From an optimization exercise on the open Yosys and OpenROAD flow, aimed at small area; shortcuts taken in it are not production practice.
Function was checked by simulation only, so behaviour that the tests miss may differ from the original.
Power is estimated from default activity; no workload was simulated.

==> flow/design.v <==
module slider_window_decode(
	input clk, reset,
	input [6:0] addr,
	input start,
	input bits,
	input [7:0] thresh_sectionalizer,
	input synclk,
	input [7:0] thresh_start, thresh_end,
	output reg done,
	output reg target_start, target_end
);
	localparam N = 128;
	reg synclk_d;
	reg [1:0] sect;
	reg [4:0] pslot;
	reg plane;
	always @(posedge clk, negedge reset) begin
		if (!reset) begin
			synclk_d <= 1'b0; sect <= 2'd0; pslot <= 5'd0; plane <= 1'b0;
		end else begin
			synclk_d <= synclk;
			if (synclk & !synclk_d) begin
				sect <= sect + 2'd1;
				if (sect == 2'd3) begin
					if (pslot == 5'd19) begin pslot <= 5'd0; plane <= !plane; end
					else pslot <= pslot + 5'd1;
				end
			end
		end
	end
	reg [4:0] ph20;
	reg [1:0] ph3;
	always @(posedge clk, negedge reset) begin
		if (!reset) begin ph20 <= 5'd0; ph3 <= 2'd0; end
		else begin
			ph20 <= (ph20 == 5'd19) ? 5'd0 : ph20 + 5'd1;
			ph3  <= (ph3 == 2'd2) ? 2'd0 : ph3 + 2'd1;
		end
	end
	reg [5:0] clr;
	wire clearing = !clr[5];
	always @(posedge clk, negedge reset) begin
		if (!reset) clr <= 6'd0;
		else if (clearing) clr <= clr + 6'd1;
	end
	wire last = (sect == 2'd3);
	reg [4:0] k;
	always @(posedge clk, negedge reset) begin
		if (!reset) k <= 5'd0;
		else if (k == 5'd0) begin if (start) k <= 5'd1; end
		else if (k == (last ? 5'd27 : 5'd6)) k <= 5'd0;
		else k <= k + 5'd1;
	end
	wire [N-1:0] sel = clearing ? {N{1'b1}} : ({{(N-1){1'b0}}, 1'b1} << addr);
	wire [N-1:0] ta, tb, tc;
	wire wd_a, wd_b, wd_c;
	genvar c;
	generate for (c = 0; c < N; c = c + 1) begin : rc
		reg [19:0] wa, wb;
		reg [2:0] sc;
		always @(posedge clk) begin
			wa <= {sel[c] ? wd_a : wa[0], wa[19:1]};
			wb <= {sel[c] ? wd_b : wb[0], wb[19:1]};
			sc <= {sel[c] ? wd_c : sc[0], sc[2:1]};
		end
		assign ta[c] = wa[0];
		assign tb[c] = wb[0];
		assign tc[c] = sc[0];
	end endgenerate
	wire tap_a = ta[addr];
	wire tap_b = tb[addr];
	wire tap_c = tc[addr];
	reg [2:0] scr;
	always @(posedge clk) begin
		if (k == 5'd1 || k == 5'd2 || k == 5'd3) scr[ph3] <= tap_c;
	end
	wire [2:0] cnt = {1'b0, scr[1:0]} + {2'd0, bits};
	wire g = ({5'd0, cnt} > thresh_sectionalizer);
	wire lap = last && (k >= 5'd4) && (k <= 5'd23);
	wire hit = lap && (ph20 == pslot);
	assign wd_a = !clearing && ((hit && !plane) ? g : tap_a);
	assign wd_b = !clearing && ((hit &&  plane) ? g : tap_b);
	reg [5:0] sum;
	always @(posedge clk) begin
		if (k == 5'd3) sum <= 6'd0;
		else if (lap) sum <= sum + {5'd0, wd_a} + {5'd0, wd_b};
	end
	wire h_tgt = scr[2];
	wire is_start = !h_tgt && ({2'd0, sum} == thresh_start);
	wire is_end   =  h_tgt && ({2'd0, sum} == thresh_end);
	reg cnew;
	always @(posedge clk) begin
		if (k == 5'd24) cnew <= is_start | (h_tgt & !is_end);
	end
	wire wr_hits = !last && (k >= 5'd4) && (k <= 5'd6);
	wire wr_fin  =  last && (k >= 5'd25);
	assign wd_c = !clearing && (
		wr_hits ? ((ph3 == 2'd0) ? cnt[0] : (ph3 == 2'd1) ? cnt[1] : tap_c) :
		wr_fin  ? ((ph3 == 2'd2) ? cnew : 1'b0) :
		tap_c);
	always @(posedge clk, negedge reset) begin
		if (!reset) begin
			done <= 1'b0; target_start <= 1'b0; target_end <= 1'b0;
		end else begin
			done <= last && (k == 5'd24);
			if (last && k == 5'd24) begin
				if (is_start) target_start <= 1'b1;
				else if (is_end) target_end <= 1'b1;
				else begin target_start <= 1'b0; target_end <= 1'b0; end
			end
		end
	end
endmodule
export LEC_CHECK = 0
export CAP_MARGIN = 20
export CORE_MARGIN = 2
export CORE_UTILIZATION = 70
export CTS_BUF_LIST = sky130_fd_sc_hd__clkbuf_4
export CTS_CLUSTER_DIAMETER = 35
export CTS_CLUSTER_SIZE = 11
export SLEW_MARGIN = 20
export SYNTH_MEMORY_MAX_BITS = 16384
create_clock -name core_clock -period 10.0 [get_ports {clk}]
run.sh (not shown) runs the stock make flow with config.mk's settings and CLKGATE_MAP_FILE= SYNTH_SCRIPT=/design/flow/synth_recipe.tcl, a recipe that flattens the netlist after the stock synthesis.
The first run finished with timing, DRC and antenna clean.
==> next run, changes <==
--- a/flow/config.mk
+++ b/flow/config.mk
@@ -9,6 +9,3 @@
 export CORE_MARGIN = 2
-export CORE_UTILIZATION = 70
-export CTS_BUF_LIST = sky130_fd_sc_hd__clkbuf_4
-export CTS_CLUSTER_DIAMETER = 35
-export CTS_CLUSTER_SIZE = 11
+export CORE_UTILIZATION = 50
 export SLEW_MARGIN = 20
What happened:
- wire length climbs by 2.3%
- area after synthesis stays the same
- via count decreases by 1.2%
- setup slack degrades by 0.066 ns
- design area grows by 8.7%
- count of clock-buffer cells in the layout rises by 7
- clock power went up by 89%
- cell count came out higher by 9.4%
- clock skew climbs by 0.0067 ns

[static timing again, ports no longer ideal]
How much do the figures lean on ideal ports? The routed layouts below were timed once more, with nothing changed but the port constraints.
Step 1: set_driving_cell puts a clkbuf_16 on clk and a buf_2 on each other input, an assumption about the parent block.
Step 2 moves the port delays by t, midway between the first and last clock arrival at a register: inputs arrive t later, outputs are due t later. That takes back most of the time a late clock gives input paths.
Slacks: ideal / step 1 / step 2; pairs: ideal / step 1.
run	shift t [ns]	setup WS [ns]	worst register clock-pin slew, ns
the first run	1.429	4.760 / 4.785 / 3.356	0.12 / 0.12
the second run	1.048	4.694 / 4.738 / 3.689	0.07 / 0.07
After both steps setup and hold are still met in every run listed. For the first run, which loses most, drivers alone change the setup slack by +0.025 ns; drivers and shift together by -1.404 ns.
